From an optimization exercise on the open Yosys and OpenROAD flow, aimed at small area and a short achievable clock period; shortcuts taken in it are not production practice.
Where RTL was checked, it was by simulation tests only, not by an equivalence proof against the original.
No functional check of the RTL was part of runs 2 and 3.
Power figures rest on the tool's default switching activity, not on a simulated workload.

## flow/design.v

```verilog
module EX (
    input clk,
    input rst_n,
    input en,
    input stage_ID_EX__EX_regwrite,
    input stage_ID_EX__EX_memtoreg,
    input stage_ID_EX__EX_memread,
    input stage_ID_EX__EX_memwrite,
    input stage_ID_EX__EX_alusrc,
    input [1:0] stage_ID_EX__EX_aluop,
    input stage_ID_EX__EX_regdst,
    input stage_ID_EX__EX_sys_en,
    input [31:0]stage_ID_EX__EX_rs_data,
    input [31:0]stage_ID_EX__EX_rt_data,
    input [4:0]stage_ID_EX__EX_rs_id,
    input [4:0]stage_ID_EX__EX_rt_id,
    input [4:0]stage_ID_EX__EX_rd_id,
    input [31:0]stage_ID_EX__EX_sign_ext,
    input [2:0]stage_ID_EX__EX_funct3,
    input sys__EX_done,
    output reg stage_EX_MEM__MEM_regwrite,
    output reg stage_EX_MEM__MEM_memtoreg,
    output reg stage_EX_MEM__MEM_memread,
    output reg stage_EX_MEM__MEM_memwrite,
    output reg [31:0] stage_EX_MEM__MEM_alures,
    output reg [31:0] stage_EX_MEM__MEM_store_data,
    output reg [4:0]  stage_EX_MEM__MEM_rd_id,
    output EX__HDUbr_regwrite,
    output EX__HDU_memread,
    output [4:0] EX__HDU_HDUbr_rd_id,
    output EX_stall_for_sys,
    input  FU__EX_rs_wb,
    input  FU__EX_rs_mem,
    input  FU__EX_rt_wb,
    input  FU__EX_rt_mem,
    input [31:0]  WB__EX_for_help,
    input [31:0]  MEM__EX_for_help
);
wire rs_m = FU__EX_rs_mem;
wire rs_w = ~FU__EX_rs_mem & FU__EX_rs_wb;
wire rs_d = ~FU__EX_rs_mem & ~FU__EX_rs_wb;
wire rt_m = FU__EX_rt_mem;
wire rt_w = ~FU__EX_rt_mem & FU__EX_rt_wb;
wire rt_d = ~FU__EX_rt_mem & ~FU__EX_rt_wb;
wire [31:0] rs = (MEM__EX_for_help & {32{rs_m}}) | (WB__EX_for_help & {32{rs_w}}) |
                 (stage_ID_EX__EX_rs_data & {32{rs_d}});
wire [31:0] rt = (MEM__EX_for_help & {32{rt_m}}) | (WB__EX_for_help & {32{rt_w}}) |
                 (stage_ID_EX__EX_rt_data & {32{rt_d}});
wire [31:0] b  = stage_ID_EX__EX_alusrc ? stage_ID_EX__EX_sign_ext : rt;
wire [4:0] op = {stage_ID_EX__EX_aluop, stage_ID_EX__EX_funct3};
wire op_add = (op == 5'b00000) | (op == 5'b01000);
wire op_sub = (op == 5'b10000);
wire op_sll = (op == 5'b01001);
wire op_srl = (op == 5'b01101);
wire op_sra = (op == 5'b10101);
wire op_xor = (op == 5'b01100);
wire op_or  = (op == 5'b01110);
wire op_and = (op == 5'b01111);
wire ld   = rst_n & en;           
wire s_p  = ld & (op_add | op_sub | op_xor | op_or);
wire s_g  = ld & (op_or | op_and);
wire s_c  = ld & (op_add | op_sub);
wire s_sr = ld & (op_srl | op_sra);
wire s_sl = ld & op_sll;
wire s_h  = rst_n & ~en;          
wire        sub = stage_ID_EX__EX_aluop[1];
wire [31:0] bx  = b ^ {32{sub}};
wire [31:0] p   = rs ^ bx;
wire [31:0] g   = rs & bx;
wire [31:0] Gs [0:5];
wire [31:0] Ps [0:5];
assign Gs[0] = {g[31:1], g[0] | (p[0] & sub)};
assign Ps[0] = p;
genvar i, k;
generate
  for (k = 0; k < 5; k = k + 1) begin : lv
    for (i = 0; i < 32; i = i + 1) begin : bt
      if ((i >> k) % 2 == 1) begin : nd
        localparam integer J = ((i >> k) << k) - 1;
        assign Gs[k+1][i] = Gs[k][i] | (Ps[k][i] & Gs[k][J]);
        assign Ps[k+1][i] = Ps[k][i] & Ps[k][J];
      end else begin : pass
        assign Gs[k+1][i] = Gs[k][i];
        assign Ps[k+1][i] = Ps[k][i];
      end
    end
  end
endgenerate
wire [31:0] c = {Gs[5][30:0], sub};
wire [31:0] al = (p & {32{s_p}}) ^ ((g & {32{s_g}}) | (c & {32{s_c}}));
wire [31:0] rs_rev;
generate
  for (i = 0; i < 32; i = i + 1) begin : rv
    assign rs_rev[i] = rs[31-i];
  end
endgenerate
wire [31:0] x    = op_sll ? rs_rev : rs;
wire        fill = op_sra & rs[31];
wire [4:0]  sh   = b[4:0];
wire [31:0] x1 = sh[0] ? {fill, x[31:1]}            : x;
wire [31:0] x2 = sh[1] ? {{2{fill}}, x1[31:2]}      : x1;
wire [31:0] x3 = sh[2] ? {{4{fill}}, x2[31:4]}      : x2;
wire [31:0] x4 = sh[3] ? {{8{fill}}, x3[31:8]}      : x3;
wire [31:0] y  = sh[4] ? {{16{fill}}, x4[31:16]}    : x4;
wire [31:0] y_rev;
generate
  for (i = 0; i < 32; i = i + 1) begin : yr
    assign y_rev[i] = y[31-i];
  end
endgenerate
wire [31:0] alu_d = al | (y & {32{s_sr}}) | (y_rev & {32{s_sl}}) |
                    (stage_EX_MEM__MEM_alures & {32{s_h}});
reg curr_state;
assign EX_stall_for_sys = curr_state ? ~sys__EX_done : stage_ID_EX__EX_sys_en;
always @(posedge clk) begin
    curr_state <= rst_n & EX_stall_for_sys;
end
wire [4:0] rd_sel = stage_ID_EX__EX_regdst ? stage_ID_EX__EX_rd_id : stage_ID_EX__EX_rt_id;
always @(posedge clk) begin
    stage_EX_MEM__MEM_alures <= alu_d;
end
always @(posedge clk) begin
    if (!rst_n) begin
        stage_EX_MEM__MEM_regwrite <= 0;
        stage_EX_MEM__MEM_memtoreg <= 0;
        stage_EX_MEM__MEM_memread <= 0;
        stage_EX_MEM__MEM_memwrite <= 0;
        stage_EX_MEM__MEM_store_data <= 0;
        stage_EX_MEM__MEM_rd_id <= 0;
    end else if (en) begin
        stage_EX_MEM__MEM_regwrite <= ~EX_stall_for_sys & stage_ID_EX__EX_regwrite;
        stage_EX_MEM__MEM_memtoreg <= ~EX_stall_for_sys & stage_ID_EX__EX_memtoreg;
        stage_EX_MEM__MEM_memread  <= ~EX_stall_for_sys & stage_ID_EX__EX_memread;
        stage_EX_MEM__MEM_memwrite <= ~EX_stall_for_sys & stage_ID_EX__EX_memwrite;
        stage_EX_MEM__MEM_store_data <= rt;
        stage_EX_MEM__MEM_rd_id      <= rd_sel;
    end
end
assign EX__HDU_HDUbr_rd_id = rd_sel;
assign EX__HDU_memread = stage_ID_EX__EX_memread;
assign EX__HDUbr_regwrite = stage_ID_EX__EX_regwrite;
endmodule
```

## flow/flow/run.sh

```bash
#!/bin/bash
# Standard layout with two changes: ports are buffered with the smallest
# buffer, and CTS adds no dummy loads and clusters up to 40 flip-flops per
# leaf buffer (this design has 74).
set -o pipefail
bash standard.sh \
  BUFFER_PORTS_ARGS="-buffer_cell sky130_fd_sc_hd__buf_1" \
  CTS_ARGS="-sink_clustering_enable -repair_clock_nets -dont_use_dummy_load -sink_clustering_size 40 -sink_clustering_max_diameter 150" \
  finish > flow_standard.log 2>&1
```

## flow/config.mk

```make
export PLATFORM = sky130hd
export DESIGN_NAME = EX
export DESIGN_NICKNAME = EX
export VERILOG_FILES = /design/flow/design.v
export SDC_FILE = /design/flow/constraint.sdc
export NUM_CORES = 4
export LEC_CHECK = 0
export ABC_AREA = 1
export CAP_MARGIN = 20
export CORE_MARGIN = 2
export CORE_UTILIZATION = 40
export SETUP_SLACK_MARGIN = 1.5
export SLEW_MARGIN = 20
```

## flow/standard.sh

```bash
#!/bin/bash
# synth_recipe.tcl (not shown) runs the flow's synth.tcl, then flattens the netlist and writes it again
# the make line also repeats each setting of config.mk as NAME=value (left out here)
make -C /OpenROAD-flow-scripts/flow DESIGN_CONFIG=/design/flow/config.mk WORK_HOME=/design/flow/orfs CLKGATE_MAP_FILE= SYNTH_SCRIPT=/design/flow/synth_recipe.tcl "${@:-finish}"
```

## flow/constraint.sdc

```tcl
create_clock -name core_clock -period 5.2 [get_ports {clk}]
set_input_delay 1.0400 -clock core_clock [delete_from_list [all_inputs] [get_ports {clk}]]
set_output_delay 1.0400 -clock core_clock [all_outputs]
set_load 0.01 [all_outputs]
```

==> results of run 1 <==
-- sequential cells by signal (all words and copies together) (netlist names) --
signal,flops
stage_EX_MEM__MEM_alures,32
stage_EX_MEM__MEM_memtoreg,1
stage_EX_MEM__MEM_regwrite,1
stage_EX_MEM__MEM_memread,1
stage_EX_MEM__MEM_rd_id,5
stage_EX_MEM__MEM_memwrite,1
stage_EX_MEM__MEM_store_data,32
curr_state,1
-- placed cells by master (no fill, tap or decap), types with 2 or more instances in the layout --
cell type	count
sky130_fd_sc_hd__buf_6	6
sky130_fd_sc_hd__o22ai_1	3
sky130_fd_sc_hd__buf_2	2
sky130_fd_sc_hd__ha_2	2
sky130_fd_sc_hd__xor2_1	36
sky130_fd_sc_hd__nor3_1	3
sky130_fd_sc_hd__nand2_4	3
sky130_fd_sc_hd__nand2_1	720
sky130_fd_sc_hd__a22o_1	9
sky130_fd_sc_hd__o21bai_1	5
sky130_fd_sc_hd__o21ai_0	61
sky130_fd_sc_hd__a32o_1	4
sky130_fd_sc_hd__nor3_2	4
sky130_fd_sc_hd__o211ai_1	2
sky130_fd_sc_hd__clkinv_1	3
sky130_fd_sc_hd__ha_1	30
sky130_fd_sc_hd__nand4_1	19
sky130_fd_sc_hd__or2_2	3
sky130_fd_sc_hd__xnor2_1	3
sky130_fd_sc_hd__buf_12	3
sky130_fd_sc_hd__buf_4	39
sky130_fd_sc_hd__buf_1	264
sky130_fd_sc_hd__nand3b_1	2
sky130_fd_sc_hd__o21ai_1	23
sky130_fd_sc_hd__nor2_1	76
sky130_fd_sc_hd__dfxtp_1	74
sky130_fd_sc_hd__clkbuf_16	11
sky130_fd_sc_hd__clkinvlp_4	2
sky130_fd_sc_hd__a21oi_2	12
sky130_fd_sc_hd__a31oi_1	2
sky130_fd_sc_hd__inv_1	76
sky130_fd_sc_hd__nand3_1	273
sky130_fd_sc_hd__inv_2	10
sky130_fd_sc_hd__nand3_2	27
sky130_fd_sc_hd__a21oi_1	48
sky130_fd_sc_hd__o21ai_2	6
sky130_fd_sc_hd__nor2_2	5
sky130_fd_sc_hd__a22oi_1	2
sky130_fd_sc_hd__nor2_4	6
sky130_fd_sc_hd__nand2_2	8
-- repair_timing --
| action | in CTS | in global routing |
|---|---|---|
| setup endpoints to repair | 25 | 25 |
| gates resized for setup | 11 | 71 |
| pin swaps | 2 | 19 |
| cloned | 1 | 5 |
| setup buffers | 4 | 14 |
-- cells in the mapped netlist (all sizes together), types with 20 or more instances --
cell / count / area, um^2
nand2: 730 / 2770
nand3: 301 / 1640
o21ai: 91 / 474
inv: 87 / 327
nor2: 86 / 362
dfxtp: 74 / 1480
a21oi: 61 / 305
buf: 46 / 256
clkbuf: 45 / 169
xor2: 36 / 315
ha: 32 / 400
nand4: 20 / 131
-- report_power, final --
group	internal (mW)	switching, mW	total, mW
clock	0.305	0.248	0.552
combinational	0.361	0.783	1.14
sequential	0.604	0.0219	0.626
total	1.27	1.05	2.32
-- cells by family after synthesis --
family | share of synthesized area [%]
AND/OR/NAND/NOR | 55.4
flip-flops | 16.4
AO/OA/AOI/OAI | 11.4
adder cells (fa/ha/maj) | 4.44
XOR/XNOR | 3.79
buffers and inverters | 8.51
-- metrics by stage --
stage | setup slack, ps | area, um^2 | std cells
after detailed placement | 938 | 10200 | 2149
after global placement | 985 | 10200 | 2149
final | 1620 | 10800 | 2182
after floorplan | 1500 | 9050 | 1663
after global routing | 1490 | 10800 | 2182
after CTS | 1500 | 10500 | 2163
-- cell type report --
| class | count | area (um^2) | area share (%) |
|---|---|---|---|
| Multi-Input combinational cell | 1410 | 6950 | 64.1 |
| Timing Repair Buffer | 318 | 1480 | 13.7 |
| Sequential cell | 74 | 1480 | 13.7 |
| Tap cell | 280 | 350 | 3.23 |
| Inverter | 91 | 349 | 3.22 |
| Clock buffer | 9 | 225 | 2.08 |
-- routing by layer --
| metal | vias up | part of all wire (%) | routed length, um |
|---|---|---|---|
| met5 | - | 0.040 | 17 |
| met3 | 133 | 8.2 | 3450 |
| met4 | 2 | 4.4 | 1870 |
| met2 | 568 | 47 | 19700 |
| met1 | 5581 | 40 | 17000 |
| li1 | 5920 | - | - |
-- worst paths after layout --
kind                                                       end                                          from  slack (ps)
setup / recovery          stage_EX_MEM__MEM_alures[31]$_DFF_P_                                 FU__EX_rt_mem        1620
hold / removal    stage_EX_MEM__MEM_store_data[7]$_SDFFE_PN0P_  stage_EX_MEM__MEM_store_data[7]$_SDFFE_PN0P_         460
setup reg to reg        stage_EX_MEM__MEM_memread$_SDFFE_PN0P_                            curr_state$_DFF_P_        4160
hold reg to reg   stage_EX_MEM__MEM_store_data[7]$_SDFFE_PN0P_  stage_EX_MEM__MEM_store_data[7]$_SDFFE_PN0P_         460
-- critical path: stages --
cell and delay (ps):
sky130_fd_sc_hd__buf_12 130, sky130_fd_sc_hd__nor2_4 260, sky130_fd_sc_hd__clkbuf_4 250, sky130_fd_sc_hd__buf_4 120
sky130_fd_sc_hd__nand2_1 40, sky130_fd_sc_hd__nand2_1 50, sky130_fd_sc_hd__a21oi_1 50, sky130_fd_sc_hd__o21ai_0 270
sky130_fd_sc_hd__xor2_1 110, sky130_fd_sc_hd__ha_1 370, sky130_fd_sc_hd__nand2_1 160, sky130_fd_sc_hd__inv_1 50
sky130_fd_sc_hd__a21oi_1 200, sky130_fd_sc_hd__nor2_1 60, sky130_fd_sc_hd__nor2_1 90, sky130_fd_sc_hd__a21oi_1 70
sky130_fd_sc_hd__a21oi_1 260, sky130_fd_sc_hd__nand2_1 90, sky130_fd_sc_hd__nand2_1 60, sky130_fd_sc_hd__nand3_1 60
==> qor.csv, run 1 <==
metric,value,unit
number of port buffers,270,
remaining design rule violation count,0,
worst hold path class,reg -> reg,
final number of hold-violating endpoints,0,
Clock Sink Count,74,
Min-Delay Path Depth,2,
GR Util met2,58.9,%
First-pass DRT Iterations,6,
worst slew pin tran,1030,ps
synthesis-stage register bit count,74,
type of the worst setup path,in -> reg,
total congestion overflow after global routing,0,
number of vias per cell,5.59,
Tcrit/Tclk final,68.9,%
post-synthesis area per instance,5.42,um^2
Synth-to-Final Area Change,20.2,%
post-synthesis cell area,0.00901,mm^2
Lkg Pwr,5.24,nW
number of cell instances on the worst register-to-register path,4,
clock tree from TritonCTS,built,
GR Util All Layers,34.2,%
net count of the finished layout,2131,
clock buffers created by TritonCTS,9,
share of synthesized area occupied by flip-flops and latches,16.4,%
Final Wtd Congestion,0.982,
Async SR Flop Fraction,0,%
Vert. Die Dim,154,um
Yosys warning total,1,
type of destination of the critical path,flip-flop,
highest clock frequency the design can meet,0.279,GHz
Clock Path Buffers,2,
number of library cell types mapped by synthesis,46,
vias,12204,
met1 track utilization from global routing,41.5,%
Core Area,0.0220,mm^2
clock transition at the registers of the reported paths,60,ps
count of final setup violators,0,
half-perimeter wire length after placement,32800,um
Slew Limit Fails,0,
number of flops mapped to enable cells by yosys,0,
clock period minus final worst setup slack,3580,ps
Max-slew headroom,31.3,%
worst-path maximum fanout,5,
arrival time of data at the critical path endpoint,3820,ps
drt wl/cell,19.3,um
Antenna Cells,0,
Final Hold Slack,458,ps
largest net degree at the start of global routing,39,
maximum vdd drop,0.000141,V
initial core utilization,41.1,%
unrepaired setup endpoints after global routing,yes,
clock insertion delay at the later pin of the skew report,340,ps
Std-Cell Rows,54,
crit start category,input port,
total length of routed wires,42100,um
met3 track utilization from global routing,6.79,%
Synth Instances,1663,
number of DRC markers in iteration 0,1324,
count of antenna-violating nets left after detailed routing,0,
Util after Layout,49.4,%
Clock Tree Root,sky130_fd_sc_hd__clkbuf_16,
Die X,154,um
number of antenna violations at the first check in global routing,2,
most instantiated flip-flop cell in the synthesis netlist,sky130_fd_sc_hd__dfxtp_1,
power consumption,2.32,mW
most used routing layer in global routing,met2,
Final Skew,4.18,ps
wire length of the first global-routing pass,63300,um
vias in the first global route,11543,
Max H-tree Level,3,
share of post-route cells with drive strength above 1,8.25,%
PD cells,214,mW/mm^2
hold buffer count at cts,0,
number of max-cap violations,0,
post-synth net total,1890,
data required time of the critical path,5440,ps
Boundary Pins,276,
TNS Setup,0,ps
filler cell count in the final layout,2453,
run status,"complete, no violations",
total die area,0.0238,mm^2
==> run 2: changes to the inputs <==
--- a/flow/design.v
+++ b/flow/design.v
@@ -90,16 +90,27 @@
 wire [31:0] al = (p & {32{s_p}}) ^ ((g & {32{s_g}}) | (c & {32{s_c}}));
-wire [31:0] rs_rev;
+wire        fill   = op_sra & rs[31];
+wire        fill_n = ~fill;
+wire [4:0]  sh     = b[4:0];
+wire [4:0]  sh_n   = ~sh;
+wire        sll_n  = ~op_sll;
+wire [31:0] xd [0:5];
 generate
-  for (i = 0; i < 32; i = i + 1) begin : rv
-    assign rs_rev[i] = rs[31-i];
+  for (i = 0; i < 32; i = i + 1) begin : rvs
+    EX_aoi22 u (.a0(rs[i]), .s0(sll_n), .a1(rs[31-i]), .s1(op_sll), .y(xd[0][i]));
   end
 endgenerate
-wire [31:0] x    = op_sll ? rs_rev : rs;
-wire        fill = op_sra & rs[31];
-wire [4:0]  sh   = b[4:0];
-wire [31:0] x1 = sh[0] ? {fill, x[31:1]}            : x;
-wire [31:0] x2 = sh[1] ? {{2{fill}}, x1[31:2]}      : x1;
-wire [31:0] x3 = sh[2] ? {{4{fill}}, x2[31:4]}      : x2;
-wire [31:0] x4 = sh[3] ? {{8{fill}}, x3[31:8]}      : x3;
-wire [31:0] y  = sh[4] ? {{16{fill}}, x4[31:16]}    : x4;
+generate
+  for (k = 0; k < 5; k = k + 1) begin : st
+    for (i = 0; i < 32; i = i + 1) begin : bt
+      if (i + (1 << k) <= 31) begin : mid
+        EX_aoi22 u (.a0(xd[k][i]), .s0(sh_n[k]), .a1(xd[k][(i + (1 << k) <= 31) ? i + (1 << k) : 31]),
+                    .s1(sh[k]), .y(xd[k+1][i]));
+      end else begin : top
+        EX_aoi22 u (.a0(xd[k][i]), .s0(sh_n[k]), .a1((k % 2 == 0) ? fill_n : fill), .s1(sh[k]),
+                    .y(xd[k+1][i]));
+      end
+    end
+  end
+endgenerate
+wire [31:0] y = xd[5];
 wire [31:0] y_rev;
@@ -142 +153,4 @@
 endmodule
+module EX_aoi22 (input a0, input s0, input a1, input s1, output y);
+  assign y = ~((a0 & s0) | (a1 & s1));
+endmodule
==> flow/flow/run.sh (replaced) <==
#!/bin/bash
# Standard layout with three changes: synthesis maps the small AND-OR-INVERT
# modules with ABC's area mapper (flow/synth.tcl, flow/leaf.abc), ports are
# buffered with the smallest buffer, and CTS adds no dummy loads.
set -o pipefail
export EX_ABC_LEAF_SCRIPT=$PWD/flow/leaf.abc
bash standard.sh \
  SYNTH_SCRIPT=$PWD/flow/synth.tcl \
  BUFFER_PORTS_ARGS="-buffer_cell sky130_fd_sc_hd__buf_1" \
  CTS_ARGS="-sink_clustering_enable -repair_clock_nets -dont_use_dummy_load" \
  finish > flow_standard.log 2>&1
==> flow/flow/leaf.abc (new file) <==
strash
dch
amap
topo
==> flow/flow/synth.tcl (new file) <==
proc synth {args} { yosys synth -nofsm -noshare {*}$args }
proc abc {args} {
  set i [lsearch -exact $args -script]
  set leaf $args
  lset leaf [expr {$i + 1}] $::env(EX_ABC_LEAF_SCRIPT)
  yosys abc {*}$leaf EX_aoi22
  yosys abc {*}$args EX
}
source $::env(SCRIPTS_DIR)/synth.tcl
# left out here: clear keep_hierarchy, flatten, clean up, hide names made inside functions, write 1_2_yosys.v
--- a/flow/config.mk
+++ b/flow/config.mk
@@ -13 +13,3 @@
 export SLEW_MARGIN = 20
+export SYNTH_HIERARCHICAL = 1
+export SYNTH_MINIMUM_KEEP_SIZE = 0
==> run 2 against run 1 <==
Routed wire length decreased by 1.3%. Cell area is 3.6% higher. Non-clock buffer count grew 29. Highest routed layer unchanged. Critical path type unchanged. Synthesized cell count is 23% lower. Core utilization up 8.0 points. Die area shrank 11%. Via count down 5.5%. Clock skew fell by 2.3 ps.
==> qor.csv, run 2 <==
metric,value,unit,change
post-synthesis cell area,0.00803,mm^2,was 0.00901 mm^2
Post-Synth Simple-Gate Area,28.7,%,was 55.4%
mux cell area share after synthesis,0,%,unchanged
critical path's slowest cell,sky130_fd_sc_hd__o211ai_1,,was sky130_fd_sc_hd__ha_1
clock transition at the registers of the reported paths,60,ps,about the same
maximum cell stage delay along the critical path,600,ps,was 370 ps
area share of fa/ha/maj cells after synthesis,4.98,%,was 4.44%
most common library cell in the layout ignoring fill and taps,sky130_fd_sc_hd__nand2_1,,unchanged
initial core utilization,41.0,%,was 41.1%
largest net degree at the start of global routing,48,,was 39
number of DRC markers in iteration 0,1193,,was 1324
type of the worst setup path,in -> reg,,unchanged
PD cells,222,mW/mm^2,was 214 mW/mm^2
crit start category,input port,,unchanged
Max-slew headroom,42.8,%,was 31.3%
maximum vdd drop,0.000158,V,was 0.000141 V
number of vias per cell,6.19,,was 5.59
number of flops mapped to enable cells by yosys,0,,unchanged
share of post-route cells with drive strength above 1,18.7,%,was 8.25%
post-synthesis area per instance,6.26,um^2,was 5.42 um^2
Clock Path Buffers,2,,unchanged
TNS Setup,0,ps,unchanged
Yosys warning total,7,,was 1
total die area,0.0212,mm^2,was 0.0238 mm^2
clock period minus final worst setup slack,3740,ps,was 3580 ps
share of synthesized area occupied by flip-flops and latches,18.4,%,was 16.4%
number of library cell types mapped by synthesis,39,,was 46
highest clock frequency the design can meet,0.268,GHz,was 0.279 GHz
Vert. Die Dim,146,um,was 154 um
remaining design rule violation count,0,,unchanged
highest-count cells in the layout ignoring fill and taps,"333 x sky130_fd_sc_hd__nand2_1, 265 x sky130_fd_sc_hd__buf_1, 119 x sky130_fd_sc_hd__a22oi_1",,"was 720 x sky130_fd_sc_hd__nand2_1, 273 x sky130_fd_sc_hd__nand3_1, 264 x sky130_fd_sc_hd__buf_1"
Util after Layout,57.4,%,was 49.4%
wire length of the first global-routing pass,58700,um,was 63300 um
Boundary Pins,276,,unchanged
post-synth net total,1510,,was 1890
share of Yosys cell area claimed by the top area cell type,18.5,%,was 30.1%
Slew Limit Fails,0,,unchanged
final number of hold-violating endpoints,0,,unchanged
most instantiated flip-flop cell in the synthesis netlist,sky130_fd_sc_hd__dfxtp_1,,unchanged
count of final setup violators,0,,unchanged
Max H-tree Level,3,,unchanged
Clock Sink Count,74,,unchanged
Final Skew,1.90,ps,was 4.18 ps
Final Wtd Congestion,0.984,,was 0.982
Synth Instances,1283,,was 1663
number of max-cap violations,0,,unchanged
drt wl/cell,22.3,um,was 19.3 um
number of antenna violations at the first check in global routing,1,,was 2
Lkg Pwr,4.67,nW,was 5.24 nW
Regs by FF count,"stage_EX_MEM__MEM_alures x32, stage_EX_MEM__MEM_store_data x32, stage_EX_MEM__MEM_rd_id x5",,unchanged
hold buffer count at cts,0,,unchanged
clock buffers created by TritonCTS,9,,unchanged
arrival time of data at the critical path endpoint,4030,ps,was 3820 ps
total congestion overflow after global routing,0,,unchanged
Antenna Cells,0,,unchanged
data required time of the critical path,5490,ps,was 5440 ps
Die X,146,um,was 154 um
worst hold path class,reg -> reg,,unchanged
net count of the finished layout,1826,,was 2131
chain of cells forming the critical path,"buf_1, inv_1, nor2_1, inv_2, o211ai_1, a22oi_2, a22oi_2, a22oi_2, a22oi_1, a22oi_1, a22oi_1, inv_1, nor2_1, a221oi_1, nand3_1",,"was buf_12, nor2_4, clkbuf_4, buf_4, nand2_1, nand2_1, a21oi_1, o21ai_0, xor2_1, ha_1, nand2_1, inv_1, a21oi_1, nor2_1, nor2_1, a21oi_1, a21oi_1, nand2_1, nand2_1, nand3_1"
worst-path maximum fanout,11,,was 5
First-pass DRT Iterations,6,,unchanged
synthesis-stage register bit count,74,,unchanged
worst slew pin tran,857,ps,was 1030 ps
Yosys top cell by area,sky130_fd_sc_hd__a22oi_1,,was sky130_fd_sc_hd__nand2_1
number of port buffers,270,,unchanged
half-perimeter wire length after placement,29900,um,was 32800 um
Tcrit/Tclk final,71.8,%,was 68.9%
Post-synth top cells,"348 x sky130_fd_sc_hd__nand2_1, 198 x sky130_fd_sc_hd__a22oi_1, 116 x sky130_fd_sc_hd__inv_1",,"was 723 x sky130_fd_sc_hd__nand2_1, 275 x sky130_fd_sc_hd__nand3_1, 80 x sky130_fd_sc_hd__nor2_1"
dominant combinational cell family by area after synthesis,compound AO/OA/AOI/OAI gates,,was simple AND/OR/NAND/NOR gates
Synth-to-Final Area Change,39.9,%,was 20.2%
filler cell count in the final layout,2052,,was 2453
total length of routed wires,41500,um,was 42100 um
Std-Cell Rows,51,,was 54
cell family with the largest share of critical-path delay,compound AO/OA/AOI/OAI gates,,was simple AND/OR/NAND/NOR gates
type of destination of the critical path,flip-flop,,unchanged
Compound-Gate Fraction of Synth Area,35.9,%,was 11.4%
xor-xnor portion of the synthesized cell area,3.38,%,was 3.79%
vias,11531,,was 12204
clock insertion delay at the later pin of the skew report,340,ps,about the same
GR Util All Layers,35.5,%,was 34.2%
most common cell in the synthesized netlist,sky130_fd_sc_hd__nand2_1,,unchanged
vias in the first global route,10433,,was 11543
count of antenna-violating nets left after detailed routing,0,,unchanged
Clock Tree Root,sky130_fd_sc_hd__clkbuf_16,,unchanged
Core Area,0.0196,mm^2,was 0.0220 mm^2
Async SR Flop Fraction,0,%,unchanged
run status,"complete, no violations",,unchanged
clock tree from TritonCTS,built,,unchanged
unrepaired setup endpoints after global routing,yes,,unchanged
top area cells in the synthesized netlist,"sky130_fd_sc_hd__a22oi_1 19%, sky130_fd_sc_hd__dfxtp_1 18%, sky130_fd_sc_hd__nand2_1 16%",,"was sky130_fd_sc_hd__nand2_1 30%, sky130_fd_sc_hd__dfxtp_1 16%, sky130_fd_sc_hd__nand3_1 15%"
CP Buf/Inv Count,4,,unchanged
## run 2: Yosys stat by module (local to each module, per instance)
module    cell area, um^2  flip-flops and latches  cells inside
EX_aoi22             7.51                       0             1
EX                   6590                      74          1091
## run 2: cell type report
| cell class | count | area, um^2 | area share [%] |
|---|---|---|---|
| multi-input combinational | 1041 | 6880 | 61.3 |
| tap | 265 | 332 | 2.95 |
| inverter | 119 | 479 | 4.27 |
| timing repair buffer | 347 | 1780 | 15.9 |
| clock buffer | 9 | 225 | 2.00 |
| timing repair inverter | 7 | 52.6 | 0.468 |
| sequential | 74 | 1480 | 13.2 |
## run 2: worst paths after layout
| check | startpoint | to | slack, ps | depth (start not counted) |
|---|---|---|---|---|
| max | FU__EX_rs_wb | stage_EX_MEM__MEM_alures[14]$_DFF_P_ | 1460 | 15 |
| min | stage_EX_MEM__MEM_store_data[7]$_SDFFE_PN0P_ | stage_EX_MEM__MEM_store_data[7]$_SDFFE_PN0P_ | 450 | 2 |
| max reg2reg | curr_state$_DFF_P_ | stage_EX_MEM__MEM_memread$_SDFFE_PN0P_ | 4180 | 4 |
| min reg2reg | stage_EX_MEM__MEM_store_data[7]$_SDFFE_PN0P_ | stage_EX_MEM__MEM_store_data[7]$_SDFFE_PN0P_ | 450 | 2 |
## run 2: through the flow
stage               hold WS [ps]  cells  setup WS (ps)  area [um^2]  total power, mW
floorplan                    492   1283           1460         8150             1.31
global placement             438   1783            452         9400             1.67
detailed placement           443   1783            444         9400             1.67
CTS                          458   1819           1470        10200             2.29
global route                 477   1862           1390        11200             2.60
finish                       455   1862           1460        11200             2.50
## run 2: worst min-delay path: cells and delay by family (launching register included)
kind	cells	cell delay, ps
flops	1	320
compound gates	1	50
simple gates	1	50
## run 2: report_power, final
group          internal, mW  leakage (nW)  switching (mW)  total (mW)
clock                 0.304         0.111           0.244       0.548
combinational         0.473          3.96           0.844        1.32
sequential            0.605         0.606          0.0253       0.630
total                  1.38          4.67            1.11        2.50
## run 2: kinds of logic after synthesis
group | Yosys count
AOI/OAI and AO/OA | 423
adders and majority gates | 32
and+or+nand+nor | 547
DFF | 74
xor gates and xnor gates | 31
buffers and inverters | 176
## run 2: repair_timing
item / in CTS / in global routing
gates cloned: 10 / 7
endpoints found under the setup margin: 32 / 32
setup buffers: 17 / 35
pin swaps: 17 / 42
resized for setup: 83 / 148
endpoints found under the hold margin: 0 / 0
## run 2: per-layer routing
layer | wire length (um) | global-route usage (%) | up-vias | share of wire, %
li1 | - | - | 5250 | -
met1 | 16400 | 44.6 | 5419 | 40
met2 | 19400 | 60.4 | 689 | 47
met3 | 3610 | 5.42 | 171 | 8.7
met4 | 2080 | 15.0 | 2 | 5.0
met5 | 14 | 0 | - | 0.034
==> run 3: changes to the inputs <==
--- a/flow/design.v
+++ b/flow/design.v
@@ -44,6 +44,14 @@
 wire rt_d = ~FU__EX_rt_mem & ~FU__EX_rt_wb;
-wire [31:0] rs = (MEM__EX_for_help & {32{rs_m}}) | (WB__EX_for_help & {32{rs_w}}) |
-                 (stage_ID_EX__EX_rs_data & {32{rs_d}});
-wire [31:0] rt = (MEM__EX_for_help & {32{rt_m}}) | (WB__EX_for_help & {32{rt_w}}) |
-                 (stage_ID_EX__EX_rt_data & {32{rt_d}});
+wire [31:0] rs_n, rt_n;
+genvar i;
+generate
+  for (i = 0; i < 32; i = i + 1) begin : fw
+    EX_aoi222 u_rs (.a0(MEM__EX_for_help[i]), .s0(rs_m), .a1(WB__EX_for_help[i]), .s1(rs_w),
+                    .a2(stage_ID_EX__EX_rs_data[i]), .s2(rs_d), .y(rs_n[i]));
+    EX_aoi222 u_rt (.a0(MEM__EX_for_help[i]), .s0(rt_m), .a1(WB__EX_for_help[i]), .s1(rt_w),
+                    .a2(stage_ID_EX__EX_rt_data[i]), .s2(rt_d), .y(rt_n[i]));
+  end
+endgenerate
+wire [31:0] rs = ~rs_n;
+wire [31:0] rt = ~rt_n;
 wire [31:0] b  = stage_ID_EX__EX_alusrc ? stage_ID_EX__EX_sign_ext : rt;
@@ -73,3 +81,3 @@
 assign Ps[0] = p;
-genvar i, k;
+genvar k;
 generate
@@ -156 +164,4 @@
 endmodule
+module EX_aoi222 (input a0, input s0, input a1, input s1, input a2, input s2, output y);
+  assign y = ~((a0 & s0) | (a1 & s1) | (a2 & s2));
+endmodule
--- a/flow/flow/synth.tcl
+++ b/flow/flow/synth.tcl
@@ -5,3 +5,3 @@
   lset leaf [expr {$i + 1}] $::env(EX_ABC_LEAF_SCRIPT)
-  yosys abc {*}$leaf EX_aoi22
+  yosys abc {*}$leaf EX_aoi22 EX_aoi222
   yosys abc {*}$args EX
==> run 3 against run 2 <==
Sequential power increased by 0.6%. Worst hold slack better by 4.1 ps. Die area shrank 2.4%. Count of clock-buffer cells in the layout unchanged. First-iteration DRC count is 29% higher. Cell count is 4.9% lower. Flip-flop and latch count unchanged. Clock power about the same. Critical path depth is 2 higher. Sequential share of layout area down 0.33 points.
==> qor.csv, run 3 <==
metric,value,unit,change
run status,"complete, no violations",,unchanged
Compound-Gate Fraction of Synth Area,39.9,%,was 35.9%
Post-Synth Simple-Gate Area,23.4,%,was 28.7%
clock transition at the registers of the reported paths,70,ps,was 60 ps
wire length of the first global-routing pass,54300,um,was 58700 um
Clock Tree Root,sky130_fd_sc_hd__clkbuf_16,,unchanged
final instance count without filler cells,1770,,was 1862
share of post-route cells with drive strength above 1,23.5,%,was 18.7%
proportion of power drawn by flip-flops and latches,24.8,%,was 25.3%
data required time of the critical path,5420,ps,was 5490 ps
drt wl/cell,22.0,um,was 22.3 um
number of max-cap violations,0,,unchanged
Yosys top cell by area,sky130_fd_sc_hd__dfxtp_1,,was sky130_fd_sc_hd__a22oi_1
type of destination of the critical path,flip-flop,,unchanged
largest net degree at the start of global routing,37,,was 48
synthesis-stage register bit count,74,,unchanged
number of library cell types mapped by synthesis,44,,was 39
Slew Limit Fails,0,,unchanged
type of the worst setup path,in -> reg,,unchanged
unrepaired setup endpoints after global routing,yes,,unchanged
count of final setup violators,0,,unchanged
highest clock frequency the design can meet,0.261,GHz,was 0.268 GHz
Antenna Cells,0,,unchanged
First-pass DRT Iterations,11,,was 6
share of synthesized area occupied by flip-flops and latches,18.9,%,was 18.4%
share of Yosys cell area claimed by the top area cell type,18.9,%,was 18.5%
instance count after placement with tap cells included,1668,,was 1783
clock tree from TritonCTS,built,,unchanged
crit start category,input port,,unchanged
GR Util All Layers,34.1,%,was 35.5%
total die area,0.0207,mm^2,was 0.0212 mm^2
cell area after placement,0.00931,mm^2,was 0.00940 mm^2
most common cell in the synthesized netlist,sky130_fd_sc_hd__nand2_1,,unchanged
PD cells,222,mW/mm^2,about the same
number of flops mapped to enable cells by yosys,0,,unchanged
most instantiated flip-flop cell in the synthesis netlist,sky130_fd_sc_hd__dfxtp_1,,unchanged
post-route cell area,0.0115,mm^2,was 0.0112 mm^2
top area cells in the synthesized netlist,"sky130_fd_sc_hd__dfxtp_1 19%, sky130_fd_sc_hd__a22oi_1 19%, sky130_fd_sc_hd__nand2_1 11%",,"was sky130_fd_sc_hd__a22oi_1 19%, sky130_fd_sc_hd__dfxtp_1 18%, sky130_fd_sc_hd__nand2_1 16%"
Vert. Die Dim,144,um,was 146 um
hold buffer count at cts,0,,unchanged
mux cell area share after synthesis,0,%,unchanged
number of vias per cell,6.38,,was 6.19
post-synth net total,1369,,was 1510
xor-xnor portion of the synthesized cell area,3.80,%,was 3.38%
number of port buffers,270,,unchanged
Lkg Pwr,4.85,nW,was 4.67 nW
Int Power,1.45,mW,was 1.38 mW
worst slew pin tran,858,ps,was 857 ps
maximum vdd drop,0.000166,V,was 0.000158 V
Post-synth top cells,"230 x sky130_fd_sc_hd__nand2_1, 193 x sky130_fd_sc_hd__a22oi_1, 127 x sky130_fd_sc_hd__inv_1",,"was 348 x sky130_fd_sc_hd__nand2_1, 198 x sky130_fd_sc_hd__a22oi_1, 116 x sky130_fd_sc_hd__inv_1"
clock period minus final worst setup slack,3830,ps,was 3740 ps
most common library cell in the layout ignoring fill and taps,sky130_fd_sc_hd__buf_1,,was sky130_fd_sc_hd__nand2_1
total congestion overflow after global routing,0,,unchanged
clock network power share,21.3,%,was 21.9%
vias in the first global route,10140,,was 10433
Clock Path Buffers,2,,unchanged
worst hold path class,reg -> reg,,unchanged
Synth Instances,1142,,was 1283
power consumption,2.56,mW,was 2.50 mW
Max-slew headroom,42.7,%,was 42.8%
TNS Setup,0,ps,unchanged
switching fraction of total power,43.3,%,was 44.6%
net count of the finished layout,1734,,was 1826
Boundary Pins,276,,unchanged
Final Skew,0.117,ps,was 1.90 ps
Max H-tree Level,3,,unchanged
Final Wtd Congestion,1.05,,was 0.984
Regs by FF count,"stage_EX_MEM__MEM_alures x32, stage_EX_MEM__MEM_store_data x32, stage_EX_MEM__MEM_rd_id x5",,unchanged
Tcrit/Tclk final,73.6,%,was 71.8%
half-perimeter wire length after placement,26700,um,was 29900 um
number of DRC markers in iteration 0,1540,,was 1193
Std-Cell Rows,51,,unchanged
Synth-to-Final Area Change,47.1,%,was 39.9%
worst-path maximum fanout,8,,was 11
dominant combinational cell family by area after synthesis,compound AO/OA/AOI/OAI gates,,unchanged
Die X,144,um,was 146 um
total length of routed wires,38900,um,was 41500 um
count of antenna-violating nets left after detailed routing,0,,unchanged
vias,11301,,was 11531
area share of fa/ha/maj cells after synthesis,5.11,%,was 4.98%
remaining design rule violation count,0,,unchanged
switching power summed over all nets,1.11,mW,about the same
number of antenna violations at the first check in global routing,0,,was 1
clock buffers created by TritonCTS,9,,unchanged
Clock Sink Count,74,,unchanged
initial core utilization,40.5,%,was 41.0%
post-synthesis cell area,0.00783,mm^2,was 0.00803 mm^2
Comb power frac,54.0,%,was 52.8%
clock insertion delay at the later pin of the skew report,360,ps,was 340 ps
arrival time of data at the critical path endpoint,4040,ps,was 4030 ps
Async SR Flop Fraction,0,%,unchanged
Yosys warning total,7,,unchanged
Core Area,0.0193,mm^2,was 0.0196 mm^2
post-synthesis area per instance,6.86,um^2,was 6.26 um^2
highest-count cells in the layout ignoring fill and taps,"264 x sky130_fd_sc_hd__buf_1, 221 x sky130_fd_sc_hd__nand2_1, 116 x sky130_fd_sc_hd__inv_1",,"was 333 x sky130_fd_sc_hd__nand2_1, 265 x sky130_fd_sc_hd__buf_1, 119 x sky130_fd_sc_hd__a22oi_1"
final number of hold-violating endpoints,0,,unchanged
-- run 3: cell count changes in the layout (fill, tap and decap cells not counted), sizes merged, moves of 5 or more --
cell | previous run | this run
nand2 | 362 | 249
a222oi | 0 | 64
a21oi | 49 | 19
buf | 341 | 371
inv | 110 | 129
nand3 | 74 | 57
o21ai | 98 | 85
o211ai | 11 | 1
nor2 | 82 | 73
a221oi | 36 | 30
a22oi | 198 | 193
-- run 3: layout make-up --
type / instances / area [um^2]
inverters: 135 / 537
fillers: 1847 / 7810
well taps: 265 / 332
repair inverters: 6 / 45.0
multi-input cells: 900 / 6670
clock buffers: 9 / 225
flip-flops and latches: 74 / 1480
repair buffers: 381 / 2230
-- run 3: cell families after synthesis --
| family | after synthesis |
|---|---|
| AO/OA/AOI/OAI | 421 |
| AND/OR/NAND/NOR | 408 |
| buffers and inverters | 173 |
| flip-flops | 74 |
| XOR/XNOR | 34 |
| adder cells (fa/ha/maj) | 32 |
-- run 3: path summary, 6_finish.rpt --
check | to | start | depth (start not counted) | slack, ps
worst max-delay path | stage_EX_MEM__MEM_alures[18]$_DFF_P_ | FU__EX_rt_mem | 17 | 1370
worst min-delay path | stage_EX_MEM__MEM_store_data[11]$_SDFFE_PN0P_ | stage_EX_MEM__MEM_store_data[11]$_SDFFE_PN0P_ | 2 | 460
worst max register to register | stage_EX_MEM__MEM_alures[11]$_DFF_P_ | stage_EX_MEM__MEM_alures[11]$_DFF_P_ | 2 | 4140
worst min register to register | stage_EX_MEM__MEM_store_data[11]$_SDFFE_PN0P_ | stage_EX_MEM__MEM_store_data[11]$_SDFFE_PN0P_ | 2 | 460
-- run 3: critical path, cell delays in order --
cell,delay [ps]
sky130_fd_sc_hd__buf_12,120
sky130_fd_sc_hd__nor2_4,240
sky130_fd_sc_hd__buf_12,180
sky130_fd_sc_hd__a222oi_1,80
sky130_fd_sc_hd__buf_4,160
sky130_fd_sc_hd__o21ai_4,300
sky130_fd_sc_hd__clkinvlp_4,170
sky130_fd_sc_hd__buf_8,160
sky130_fd_sc_hd__buf_6,120
sky130_fd_sc_hd__a22oi_2,340
sky130_fd_sc_hd__a22oi_2,120
sky130_fd_sc_hd__a22oi_1,210
sky130_fd_sc_hd__a22oi_1,150
sky130_fd_sc_hd__inv_1,170
sky130_fd_sc_hd__nor2_2,60
sky130_fd_sc_hd__a221oi_2,260
sky130_fd_sc_hd__nand3_1,130
-- run 3: per-stage QoR --
| step | util (%) | setup slack (ps) | hold WS, ps |
|---|---|---|---|
| floorplan | - | 1110 | 496 |
| global placement | 48.1 | 395 | 438 |
| detailed placement | 48.2 | 410 | 444 |
| global route | 59.6 | 1230 | 481 |
| CTS | 53.3 | 1500 | 460 |
| finish | 59.6 | 1370 | 459 |
-- run 3: metal layers --
metal | part of all wire, % | global-route usage [%] | vias to the layer above
met4 | 7.1 | 19.6 | 0
met5 | 0 | 0 | -
met2 | 46 | 58.0 | 807
met1 | 36 | 40.0 | 5227
li1 | - | - | 5057
met3 | 11 | 6.36 | 210
-- run 3: power groups by stage --
stage | clock network [mW] | logic, mW | registers, mW
2_1_floorplan | 0 | 0.656 | 0.652
3_3_place_gp | 0 | 0.996 | 0.643
6_report | 0.545 | 1.38 | 0.634
3_5_place_dp | 0 | 1.00 | 0.642
5_1_grt | 0.578 | 1.47 | 0.637
4_1_cts | 0.555 | 1.12 | 0.633
-- run 3: what timing repair did --
| action | CTS | global route |
|---|---|---|
| pin swaps | 46 | 111 |
| buffers inserted | 32 | 41 |
| resized for setup | 85 | 169 |
| cloned | 10 | 10 |
| setup endpoints to repair | 32 | 32 |
-- run 3: modules after synthesis, one instance, submodules excluded --
module / flip-flops and latches / cells / copies in the design
EX_aoi22: 0 / 1 / 192
EX: 74 / 886 / 1
EX_aoi222: 0 / 1 / 64

## separate check: timing with driven ports
The results above use ideal ports. As a check the final layouts listed here were re-extracted and re-timed, cells and wires unchanged.
Step 1: set_driving_cell puts a clkbuf_16 on clk and a buf_2 on each other input, an assumption about the parent block.
Step 2 moves the port delays by t, midway between the first and last clock arrival at a register: inputs arrive t later, outputs are due t later. That takes back most of the time a late clock gives input paths.
Slacks: ideal / step 1 / step 2; pairs: ideal / step 1.
| run | t, ns | setup slack, ns | worst hold slack (ns) | worst setup path at the end | slew at the worst register clock pin (ns) |
|---|---|---|---|---|---|
| run 1 | 0.393 | 1.618 / 1.604 / 1.212 | 0.458 / 0.458 / 0.458 | input to register | 0.06 / 0.06 |
| run 2 | 0.391 | 1.464 / 1.463 / 1.072 | 0.455 / 0.455 / 0.455 | input to register | 0.06 / 0.06 |
| run 3 | 0.392 | 1.375 / 1.350 / 0.958 | 0.459 / 0.459 / 0.459 | input to register | 0.07 / 0.07 |
After both steps setup and hold are still met in every run listed. The setup slack of run 3, which loses most, moves by -0.025 ns with the drivers and by -0.417 ns with both steps.
